This is an optimization exercise on Yosys and OpenROAD, whose aim is small area, not a production implementation. Function was checked by simulation only, so behaviour that the tests miss may differ from the original. Power figures rest on the tool's default switching activity, not on a simulated workload.

$ cat flow/run.sh
#!/bin/bash
# synth_recipe.tcl (not shown) runs the flow's synth.tcl, then flattens the netlist and writes it again
# the make line also repeats each setting of config.mk as NAME=value (left out here)
make -C /OpenROAD-flow-scripts/flow DESIGN_CONFIG=/design/flow/config.mk WORK_HOME=/design/flow/orfs CLKGATE_MAP_FILE= SYNTH_SCRIPT=/design/flow/synth_recipe.tcl finish
$ cat flow/config.mk
export PLATFORM = sky130hd
export DESIGN_NAME = gate_sip_soc
export DESIGN_NICKNAME = gate_sip_soc
export VERILOG_FILES = /design/flow/design.v
export SDC_FILE = /design/flow/constraint.sdc
export NUM_CORES = 4
export LEC_CHECK = 0
export CAP_MARGIN = 20
export CORE_MARGIN = 2
export CORE_UTILIZATION = 40
export SLEW_MARGIN = 20
$ cat flow/constraint.sdc
create_clock -name core_clock -period 10.0 [get_ports {TCK}]
set_input_delay 2.0000 -clock core_clock [delete_from_list [all_inputs] [get_ports {TCK}]]
set_output_delay 2.0000 -clock core_clock [all_outputs]
set_load 0.01 [all_outputs]
$ cat flow/design.v
`timescale 1ns / 1ps
module tap_controller (
    input  wire        TCK,
    input  wire        CE,
    input  wire        TMS,
    input  wire        TRST_N,
    output reg  [3:0]  tap_state
);
parameter TEST_LOGIC_RESET    = 4'd0;
parameter RUN_TEST_IDLE       = 4'd1;
parameter SELECT_DR_SCAN      = 4'd2;
parameter CAPTURE_DR          = 4'd3;
parameter SHIFT_DR            = 4'd4;
parameter EXIT1_DR            = 4'd5;
parameter PAUSE_DR            = 4'd6;
parameter EXIT2_DR            = 4'd7;
parameter UPDATE_DR           = 4'd8;
parameter SELECT_IR_SCAN      = 4'd9;
parameter CAPTURE_IR          = 4'd10;
parameter SHIFT_IR            = 4'd11;
parameter EXIT1_IR            = 4'd12;
parameter PAUSE_IR            = 4'd13;
parameter EXIT2_IR            = 4'd14;
parameter UPDATE_IR           = 4'd15;
always @(posedge TCK or negedge TRST_N) begin
    if (!TRST_N) begin
        tap_state <= TEST_LOGIC_RESET;
    end else if (CE) begin
        case (tap_state)
            TEST_LOGIC_RESET: tap_state <= (TMS) ? TEST_LOGIC_RESET : RUN_TEST_IDLE;
            RUN_TEST_IDLE:    tap_state <= (TMS) ? SELECT_DR_SCAN : RUN_TEST_IDLE;
            SELECT_DR_SCAN:   tap_state <= (TMS) ? SELECT_IR_SCAN : CAPTURE_DR;
            CAPTURE_DR:       tap_state <= (TMS) ? EXIT1_DR : SHIFT_DR;
            SHIFT_DR:         tap_state <= (TMS) ? EXIT1_DR : SHIFT_DR;
            EXIT1_DR:         tap_state <= (TMS) ? UPDATE_DR : PAUSE_DR;
            PAUSE_DR:         tap_state <= (TMS) ? EXIT2_DR : PAUSE_DR;
            EXIT2_DR:         tap_state <= (TMS) ? UPDATE_DR : SHIFT_DR;
            UPDATE_DR:        tap_state <= (TMS) ? SELECT_DR_SCAN : RUN_TEST_IDLE;
            SELECT_IR_SCAN:   tap_state <= (TMS) ? TEST_LOGIC_RESET : CAPTURE_IR;
            CAPTURE_IR:       tap_state <= (TMS) ? EXIT1_IR : SHIFT_IR;
            SHIFT_IR:         tap_state <= (TMS) ? EXIT1_IR : SHIFT_IR;
            EXIT1_IR:         tap_state <= (TMS) ? UPDATE_IR : PAUSE_IR;
            PAUSE_IR:         tap_state <= (TMS) ? EXIT2_IR : PAUSE_IR;
            EXIT2_IR:         tap_state <= (TMS) ? UPDATE_IR : SHIFT_IR;
            UPDATE_IR:        tap_state <= (TMS) ? SELECT_DR_SCAN : RUN_TEST_IDLE;
            default:          tap_state <= TEST_LOGIC_RESET;
        endcase
    end
end
endmodule
`timescale 1ns / 1ps
module instruction_register (
    input  wire        TCK,
    input  wire        CE,
    input  wire        TRST_N,
    input  wire        TDI,
    input  wire [3:0]  tap_state,
    output reg  [3:0]  IR,
    output wire        IR_tdo
);
parameter SHIFT_IR = 4'd11;
parameter CAPTURE_IR = 4'd10;
parameter UPDATE_IR = 4'd15;
reg [3:0] ir_shift;
always @(posedge TCK or negedge TRST_N) begin
    if (!TRST_N) begin
        IR <= 4'hF;
        ir_shift <= 4'hF;
    end else if (CE) begin
        case (tap_state)
            CAPTURE_IR: ir_shift <= {2'b01, IR[3:2]};
            SHIFT_IR: ir_shift <= {TDI, ir_shift[3:1]};
            UPDATE_IR: IR <= ir_shift;
        endcase
    end
end
assign IR_tdo = ir_shift[0];
endmodule
`timescale 1ns / 1ps
module config_3d_register (
    input  wire        TCK,
    input  wire        CE,
    input  wire        TRST_N,
    input  wire        TDI,
    input  wire [3:0]  tap_state,
    input  wire [3:0]  IR,
    output reg  [7:0]  config_reg,
    output wire        config_tdo
);
parameter SHIFT_DR = 4'd4;
parameter CAPTURE_DR = 4'd3;
parameter UPDATE_DR = 4'd8;
parameter CONFIG_3D = 4'h3;
reg [7:0] config_shift;
always @(posedge TCK or negedge TRST_N) begin
    if (!TRST_N) begin
        config_reg <= 8'h00;
        config_shift <= 8'h00;
    end else if (CE) begin
        if (IR == CONFIG_3D) begin
            case (tap_state)
                CAPTURE_DR: config_shift <= config_reg;
                SHIFT_DR: config_shift <= {TDI, config_shift[7:1]};
                UPDATE_DR: config_reg <= config_shift;
            endcase
        end
    end
end
assign config_tdo = config_shift[0];
endmodule
`timescale 1ns / 1ps
module die_wrapper_register (
    input  wire        TCK,
    input  wire        CE,
    input  wire        TRST_N,
    input  wire        TDI,
    input  wire [3:0]  tap_state,
    input  wire [3:0]  IR,
    input  wire [7:0]  func_in,
    output reg  [7:0]  wrapper_out,
    output wire        wrapper_tdo
);
parameter SHIFT_DR = 4'd4;
parameter CAPTURE_DR = 4'd3;
parameter UPDATE_DR = 4'd8;
parameter EXTEST = 4'h0;
reg [7:0] wrapper_shift;
always @(posedge TCK or negedge TRST_N) begin
    if (!TRST_N) begin
        wrapper_out <= 8'h00;
        wrapper_shift <= 8'h00;
    end else if (CE) begin
        if (IR == EXTEST) begin
            case (tap_state)
                CAPTURE_DR: wrapper_shift <= func_in;
                SHIFT_DR: wrapper_shift <= {TDI, wrapper_shift[7:1]};
                UPDATE_DR: wrapper_out <= wrapper_shift;
            endcase
        end
    end
end
assign wrapper_tdo = wrapper_shift[0];
endmodule
`timescale 1ns / 1ps
module idcode_register (
    input  wire        TCK,
    input  wire        CE,
    input  wire        TRST_N,
    input  wire        TDI,
    input  wire [3:0]  tap_state,
    input  wire [3:0]  IR,
    input  wire [31:0] die_id,
    output wire        idcode_tdo
);
parameter SHIFT_DR = 4'd4;
parameter CAPTURE_DR = 4'd3;
parameter IDCODE = 4'h1;
reg [31:0] idcode_shift;
always @(posedge TCK or negedge TRST_N) begin
    if (!TRST_N) begin
        idcode_shift <= 32'hDEADBEEF;
    end else if (CE) begin
        if (IR == IDCODE) begin
            case (tap_state)
                CAPTURE_DR: idcode_shift <= die_id;
                SHIFT_DR: idcode_shift <= {TDI, idcode_shift[31:1]};
            endcase
        end
    end
end
assign idcode_tdo = idcode_shift[0];
endmodule
`timescale 1ns / 1ps
module bypass_register (
    input  wire        TCK,
    input  wire        CE,
    input  wire        TRST_N,
    input  wire        TDI,
    input  wire [3:0]  tap_state,
    input  wire [3:0]  IR,
    output wire        bypass_tdo
);
parameter SHIFT_DR = 4'd4;
parameter BYPASS = 4'hF;
reg bypass_ff;
always @(posedge TCK or negedge TRST_N) begin
    if (!TRST_N) begin
        bypass_ff <= 1'b0;
    end else if (CE) begin
        if (IR == BYPASS && tap_state == SHIFT_DR) begin
            bypass_ff <= TDI;
        end
    end
end
assign bypass_tdo = bypass_ff;
endmodule
`timescale 1ns / 1ps
module stap_interface (
    input  wire        CE,
    input  wire        TMS,
    input  wire        TDI,
    input  wire [7:0]  config_reg,
    output wire        SCE,
    output wire        STMS,
    output wire        STDI
);
assign SCE  = CE & config_reg[0];
assign STMS = TMS;
assign STDI = TDI;
endmodule
`timescale 1ns / 1ps
module tamper_detection_controller (
    input  wire        clk,
    input  wire        CE,
    input  wire        rst_n,
    input  wire        auth_success,
    input  wire        struct_test_fail,
    input  wire        embedded_auth_fail,
    output reg         tamper_flag,
    output reg  [3:0]  attack_type,
    output reg         stop_test,
    output wire        send_dummy_patterns,
    output reg  [7:0]  security_status
);
parameter ATTACK_NONE = 4'd0;
parameter ATTACK_MITM = 4'd1;
parameter ATTACK_TAMPER = 4'd2;
reg [2:0] tamper_state;
reg [7:0] dummy_counter;
parameter IDLE = 3'd0;
parameter CHECK_AUTH = 3'd1;
parameter DETECT_ATTACK = 3'd2;
parameter SEND_DUMMIES = 3'd3;
parameter REPORT = 3'd4;
always @(posedge clk or negedge rst_n) begin
    if (!rst_n) begin
        tamper_state <= IDLE;
        tamper_flag <= 1'b0;
        attack_type <= ATTACK_NONE;
        stop_test <= 1'b0;
        security_status <= 8'hAA;
        dummy_counter <= 8'h0;
    end else if (CE) begin
        case (tamper_state)
            IDLE: begin
                tamper_flag <= 1'b0;
                attack_type <= ATTACK_NONE;
                stop_test <= 1'b0;
                security_status <= 8'hAA;
                if (!auth_success) begin
                    tamper_state <= DETECT_ATTACK;
                    attack_type <= ATTACK_MITM;
                    security_status <= 8'h55;
                end else if (struct_test_fail && embedded_auth_fail) begin
                    tamper_state <= DETECT_ATTACK;
                    attack_type <= ATTACK_TAMPER;
                    security_status <= 8'hCC;
                end
            end
            DETECT_ATTACK: begin
                tamper_flag <= 1'b1;
                tamper_state <= SEND_DUMMIES;
                dummy_counter <= 8'h0;
            end
            SEND_DUMMIES: begin
                dummy_counter <= dummy_counter + 1'b1;
                if (dummy_counter >= 8'd20) begin
                    tamper_state <= REPORT;
                end
            end
            REPORT: begin
                stop_test <= 1'b1;
                tamper_state <= IDLE;
            end
        endcase
    end
end
assign send_dummy_patterns = (tamper_state == SEND_DUMMIES);
endmodule
`timescale 1ns / 1ps
module tdo_mux_secure (
    input  wire [3:0]  tap_state,
    input  wire [3:0]  IR,
    input  wire        ir_tdo,
    input  wire        bypass_tdo,
    input  wire        idcode_tdo,
    input  wire        config_tdo,
    input  wire        wrapper_tdo,
    input  wire        puf_tdo,
    input  wire        sec_cfg_tdo,
    input  wire        stdo,
    output wire        TDO
);
parameter SHIFT_IR = 4'd11;
parameter SHIFT_DR = 4'd4;
parameter IDCODE = 4'h1;
parameter EXTEST = 4'h0;
parameter CONFIG_3D = 4'h3;
parameter PUF_CHALLENGE = 4'h6;
parameter SEC_CONFIG_ENC = 4'h7;
parameter BYPASS = 4'hF;
assign TDO = (tap_state == SHIFT_IR) ? ir_tdo :
             (tap_state == SHIFT_DR && IR == IDCODE) ? idcode_tdo :
             (tap_state == SHIFT_DR && IR == EXTEST) ? wrapper_tdo :
             (tap_state == SHIFT_DR && IR == CONFIG_3D) ? config_tdo :
             (tap_state == SHIFT_DR && IR == PUF_CHALLENGE) ? puf_tdo :
             (tap_state == SHIFT_DR && IR == SEC_CONFIG_ENC) ? sec_cfg_tdo :
             (tap_state == SHIFT_DR && IR == BYPASS) ? bypass_tdo : stdo;
endmodule
`timescale 1ns / 1ps
module gate_sip_chiplet (
    input  wire        TCK,
    input  wire        CE,
    input  wire        TMS,
    input  wire        TDI,
    input  wire        TRST_N,
    output wire        TDO,
    output wire        SCE,
    output wire        STMS,
    output wire        STDI,
    input  wire        STDO,
    input  wire [7:0]  func_in,
    output wire [7:0]  func_out,
    input  wire        scan_in,
    output wire        scan_out,
    input  wire [31:0] die_id,
    output wire [7:0]  security_status,
    output wire        tamper_detected
);
wire [3:0] tap_state;
tap_controller tap_ctrl (.TCK(TCK), .CE(CE), .TMS(TMS), .TRST_N(TRST_N), .tap_state(tap_state));
wire [3:0] IR;
wire ir_tdo;
instruction_register ir_reg (.TCK(TCK), .CE(CE), .TRST_N(TRST_N), .TDI(TDI), .tap_state(tap_state), .IR(IR), .IR_tdo(ir_tdo));
wire [7:0] config_reg;
wire config_tdo;
config_3d_register config_3d (.TCK(TCK), .CE(CE), .TRST_N(TRST_N), .TDI(TDI), .tap_state(tap_state), .IR(IR), .config_reg(config_reg), .config_tdo(config_tdo));
wire [7:0] wrapper_out;
wire wrapper_tdo;
die_wrapper_register dwr (.TCK(TCK), .CE(CE), .TRST_N(TRST_N), .TDI(TDI), .tap_state(tap_state), .IR(IR), .func_in(func_in), .wrapper_out(wrapper_out), .wrapper_tdo(wrapper_tdo));
wire idcode_tdo;
idcode_register idcode (.TCK(TCK), .CE(CE), .TRST_N(TRST_N), .TDI(TDI), .tap_state(tap_state), .IR(IR), .die_id(die_id), .idcode_tdo(idcode_tdo));
wire bypass_tdo;
bypass_register bypass (.TCK(TCK), .CE(CE), .TRST_N(TRST_N), .TDI(TDI), .tap_state(tap_state), .IR(IR), .bypass_tdo(bypass_tdo));
stap_interface stap (.CE(CE), .TMS(TMS), .TDI(TDI), .config_reg(config_reg), .SCE(SCE), .STMS(STMS), .STDI(STDI));
wire tamper_flag, tamper_stop;
tamper_detection_controller tamper_ctrl (.clk(TCK), .CE(CE), .rst_n(TRST_N), .auth_success(1'b0), .struct_test_fail(1'b0), .embedded_auth_fail(1'b0), .tamper_flag(tamper_flag), .attack_type(), .stop_test(tamper_stop), .send_dummy_patterns(), .security_status(security_status));
tdo_mux_secure tdo_mux (.tap_state(tap_state), .IR(IR), .ir_tdo(ir_tdo), .bypass_tdo(bypass_tdo), .idcode_tdo(idcode_tdo), .config_tdo(config_tdo), .wrapper_tdo(wrapper_tdo), .puf_tdo(1'b0), .sec_cfg_tdo(1'b0), .stdo(STDO), .TDO(TDO));
wire [7:0] internal_logic_out;
assign internal_logic_out = func_in + 8'd1;
assign func_out = (IR == 4'h0) ? wrapper_out : internal_logic_out;
assign scan_out = scan_in;
assign tamper_detected = tamper_flag;
endmodule
`timescale 1ns / 1ps
module gate_sip_soc (
    input  wire        TCK,
    input  wire        TMS,
    input  wire        TDI,
    input  wire        TRST_N,
    output wire        TDO,
    input  wire [7:0]  func_in_die0,
    output wire [7:0]  func_out_die0,
    input  wire [7:0]  func_in_die1,
    output wire [7:0]  func_out_die1,
    input  wire [7:0]  func_in_die2,
    output wire [7:0]  func_out_die2,
    input  wire        scan_in,
    output wire        scan_out_die0,
    output wire        scan_out_die1,
    output wire        scan_out_die2,
    output wire [7:0]  security_status_die0,
    output wire [7:0]  security_status_die1,
    output wire [7:0]  security_status_die2,
    output wire [2:0]  tamper_detected
);
parameter DIE0_ID = 32'h00001000;
parameter DIE1_ID = 32'h00002000;
parameter DIE2_ID = 32'h00003000;
wire sce_die0, stms_die0, stdi_die0, stdo_die0;
wire sce_die1, stms_die1, stdi_die1, stdo_die1;
gate_sip_chiplet die0 (.TCK(TCK), .CE(1'b1), .TMS(TMS), .TDI(TDI), .TRST_N(TRST_N), .TDO(TDO), .SCE(sce_die0), .STMS(stms_die0), .STDI(stdi_die0), .STDO(stdo_die0), .func_in(func_in_die0), .func_out(func_out_die0), .scan_in(scan_in), .scan_out(scan_out_die0), .die_id(DIE0_ID), .security_status(security_status_die0), .tamper_detected(tamper_detected[0]));
gate_sip_chiplet die1 (.TCK(TCK), .CE(sce_die0), .TMS(stms_die0), .TDI(stdi_die0), .TRST_N(TRST_N), .TDO(stdo_die0), .SCE(sce_die1), .STMS(stms_die1), .STDI(stdi_die1), .STDO(stdo_die1), .func_in(func_in_die1), .func_out(func_out_die1), .scan_in(scan_out_die0), .scan_out(scan_out_die1), .die_id(DIE1_ID), .security_status(security_status_die1), .tamper_detected(tamper_detected[1]));
gate_sip_chiplet die2 (.TCK(TCK), .CE(sce_die1), .TMS(stms_die1), .TDI(stdi_die1), .TRST_N(TRST_N), .TDO(stdo_die1), .SCE(), .STMS(), .STDI(), .STDO(1'b0), .func_in(func_in_die2), .func_out(func_out_die2), .scan_in(scan_out_die1), .scan_out(scan_out_die2), .die_id(DIE2_ID), .security_status(security_status_die2), .tamper_detected(tamper_detected[2]));
endmodule
==> flow_metrics.env <==
export IMPL_port_buffers=79
export IMPL_drive_above_1_share_pct=19.17
export IMPL_critPathArrivalTime_ns=3.90
export IMPL_grt_pass1_vias=8641
export IMPL_cp_end_kind="output pin"
export IMPL_synth_top_area_cell="dfrtp_1"
export IMPL_cts_root_buf="clkbuf_16"
export IMPL_synth_simple_area_share_pct=14.08
export IMPL_clock_sinks=273
export IMPL_status="complete, no violations"
export IMPL_total_power_uw=2707
export IMPL_viasPerCell=5.238
export IMPL_maxSlewViolCount=0
export IMPL_final_min_clock_period_ns=5.904
export IMPL_postCtsSetupRepairBufs=0
export IMPL_synth_top_area_share_pct=33.88
export IMPL_slew_headroom_pct=32.45
export IMPL_biggestRegsByFlops="die0.idcode.idcode_shift (32), die1.idcode.idcode_shift (32), die2.idcode.idcode_shift (32)"
export IMPL_cts_max_level=1
export IMPL_synth_edf_count=0
export IMPL_wl_per_cell_um=14.10
export IMPL_dr_total_vias=8826
export IMPL_max_clock_path_buffers=3
export IMPL_tns_ns=0
export IMPL_critPathRequiredTime_ns=8.00
export IMPL_diodes=0
export IMPL_ir_worst_vdd_mv=0.1527
export IMPL_hp_class="flop to flop"
export IMPL_first_iter_violations=463
export IMPL_place_congestion=0.7722
export IMPL_synth_nets=1275
export IMPL_ys_seq_elements=273
export IMPL_initial_utilization_pct=40.62
export IMPL_synth_compound_area_share_pct=14.79
export IMPL_clk_pin_slew_ns=0.05
export IMPL_leakagePower_uw=0.006195
export IMPL_ant_nets=0
export IMPL_synth_xor_area_share_pct=1.840
export IMPL_postSynth_asyncResetShare_pct=100.0
export IMPL_critPathKind="input port to output pin"
export IMPL_avgSynthCellArea_um2=10.39
export IMPL_clock_latency_ns=0.54
export IMPL_grt_pass1_wl_mm=41.45
export IMPL_crit_fanout=5
export IMPL_fin_area_um2=14730
export IMPL_p_per_area_nw_per_um2=183.8
export IMPL_synth_flop_cell="dfrtp_1"
export IMPL_synth_cell_types=64
export IMPL_syn_inst=1237
export IMPL_syn_to_final_growth_pct=14.58
export IMPL_die_area_um2=33580
export IMPL_wl_mm=23.76
export IMPL_start_kind="input port"
export IMPL_finalNetCount=1297
export IMPL_row_count=65
export IMPL_die_w_um=183.3
export IMPL_hpwl_mm=14.96
export IMPL_fin_worst_skew_ns=0.007899
export IMPL_ys_warnings_count=7
export IMPL_place_area_um2=13710
export IMPL_num_io_pins=84
export IMPL_grt_max_degree=125
export IMPL_fmax_mhz=169.4
export IMPL_cts_tree="done"
export IMPL_drc_errors=0
export IMPL_cts_resized=0
export IMPL_synth_top_family_by_area="compound AO/OA/AOI/OAI gates"
export IMPL_r2r_setup_slack_ns=7.27
export IMPL_maxCapViolCount=0
export IMPL_core_region_area_um2=31640
export IMPL_postCtsHoldBufs=0
export IMPL_synth_mux_area_share_pct=9.287
export IMPL_rsz0062_at_grt="no"
export IMPL_grt_overflow_total=0
export IMPL_worst_slew_pin_slew_ns=1.013
export IMPL_ys_seq_area_share_pct=54.12
export IMPL_grt_usage_pct=14.44
export IMPL_antenna_found_initial=0
export IMPL_syn_cell_area_um2=12850
export IMPL_synth_adder_area_share_pct=0.8762
export IMPL_setup_viol=0
export IMPL_die_y_um=183.3
export IMPL_synthTopCellsByArea="dfrtp_1 34%, dfstp_2 20%, mux2_2 6.1%, nand2_1 5.2%, a22o_1 4.5%"
export IMPL_dr_pass1_iters=4
export IMPL_numCtsBuffers=31
export IMPL_hold_viol_final=0
export IMPL_fin_crit_sh_pct=59.04
## metrics by stage
step / std cells / hold slack (ns) / utilization, % / setup WS (ns)
floorplan: 1237 / 0.4399 / - / 5.161
global placement: 1628 / 0.4504 / 43.33 / 4.105
detailed placement: 1628 / 0.4543 / 43.33 / 4.105
CTS: 1685 / 0.4626 / 46.56 / 4.090
global route: 1685 / 0.4753 / 46.55 / 3.912
finish: 1685 / 0.4604 / 46.55 / 4.096
## cell usage in the layout, fill, tap and decap left out, drive strengths merged, types with 7 or more instances in the layout
cell,Yosys,routed
a21oi,56,56
a22o,66,66
a31oi,21,21
and3,14,14
buf,60,12
clkbuf,40,46
clkdlybuf4s50,0,77
dfrtp,174,174
dfstp,99,99
ha,9,9
inv,27,27
mux2,71,71
mux2i,39,39
nand2,178,178
nand3,38,38
nand4,16,16
nor2,70,70
nor2b,13,13
nor3,23,23
o21a,7,7
o21ai,123,123
or3,11,11
xor2,21,21
## report_power, final
group	internal, uW	switching [uW]	total (uW)	leakage [uW]
combinational	170	184	354	0.00243
clock	686	436	1120	0.000495
sequential	1170	62.2	1230	0.00326
## cell families (layout without fill, tap and decap cells)
logic type	count (synthesis)	after routing
and+or+nand+nor	388	388
muxes	110	110
DFF	273	273
buffers and inverters	127	173
adders and majority gates	9	9
xor gates and xnor gates	27	27
AOI/OAI and AO/OA	303	303
## worst paths after layout
path	start	to	depth (start not counted)
worst min-delay path	die2.idcode.idcode_shift[27]	die2.idcode.idcode_shift[27]	2
min in group asynchronous	TRST_N	die2.config_3d.config_reg[4]	1
worst min register to register	die2.idcode.idcode_shift[27]	die2.idcode.idcode_shift[27]	2
max in group asynchronous	TRST_N	die0.idcode.idcode_shift[4]	2
worst max-delay path	func_in_die0[2]	func_out_die0[7]	7
worst max register to register	die2.tap_ctrl.tap_state[1]	die2.idcode.idcode_shift[31]	5
## synth_stat cells, drive strengths merged (14+ instances only)
cell / n
dfrtp: 174
a22o: 66
mux2: 71
nand4: 16
and3: 14
a31oi: 21
nor2: 70
dfstp: 99
buf: 60
nor3: 23
nand2: 178
nand3: 38
clkbuf: 40
xor2: 21
a21oi: 56
mux2i: 39
o21ai: 123
inv: 27
## area by class of cell
cell class              count  area, um2
flip-flops and latches    273       6955
well taps                 402      503.0
clock inverters            11      138.9
inverters                  27      101.3
fillers                  2904      16910
clock buffers              46      883.3
repair buffers             89      865.8
multi-input cells         837       5279
## critical path, stage by stage
cell and delay [ns]:
clkdlybuf4s50_1 0.55, and3_1 0.19, and3_1 0.19, nand3_1 0.10
xor2_1 0.14, o21ai_0 0.16, clkdlybuf4s50_1 0.57
## routing by layer
layer	part of all wire, %	global-route usage (%)	wire length (um)
met3	3.6	2.403	855
met1	49	20.56	11690
met2	46	23.32	10850
met5	0	0	0
met4	1.5	3.008	362

==> port drivers added, routing unchanged <==
How much do the figures lean on ideal ports? The routed layout below was timed once more, with nothing changed but the port constraints.
Step 1 sets driving cells, clkbuf_16 on the clock port and buf_2 on the other inputs (assumed; they add their load-dependent delay and slew).
Step 2 times the ports against the registers' clock, not the clock port: input delays grow and output delays shrink by t, the midpoint of the rising clock arrivals with the driver on.
a / b / c = no drivers / after step 1 / after step 2; a / b = the first two.
t (ns): 0.583
slack for setup (ns): 4.096 / 4.072 / 4.072
latest minus earliest clock arrival (ns): 0.009 / 0.009
slew at the worst register clock pin (ns): 0.06 / 0.06
pins driven straight from the clock port: 1
After both steps setup and hold are still met in this run. For this run, drivers alone change the setup slack by -0.024 ns; drivers and shift together by -0.024 ns.
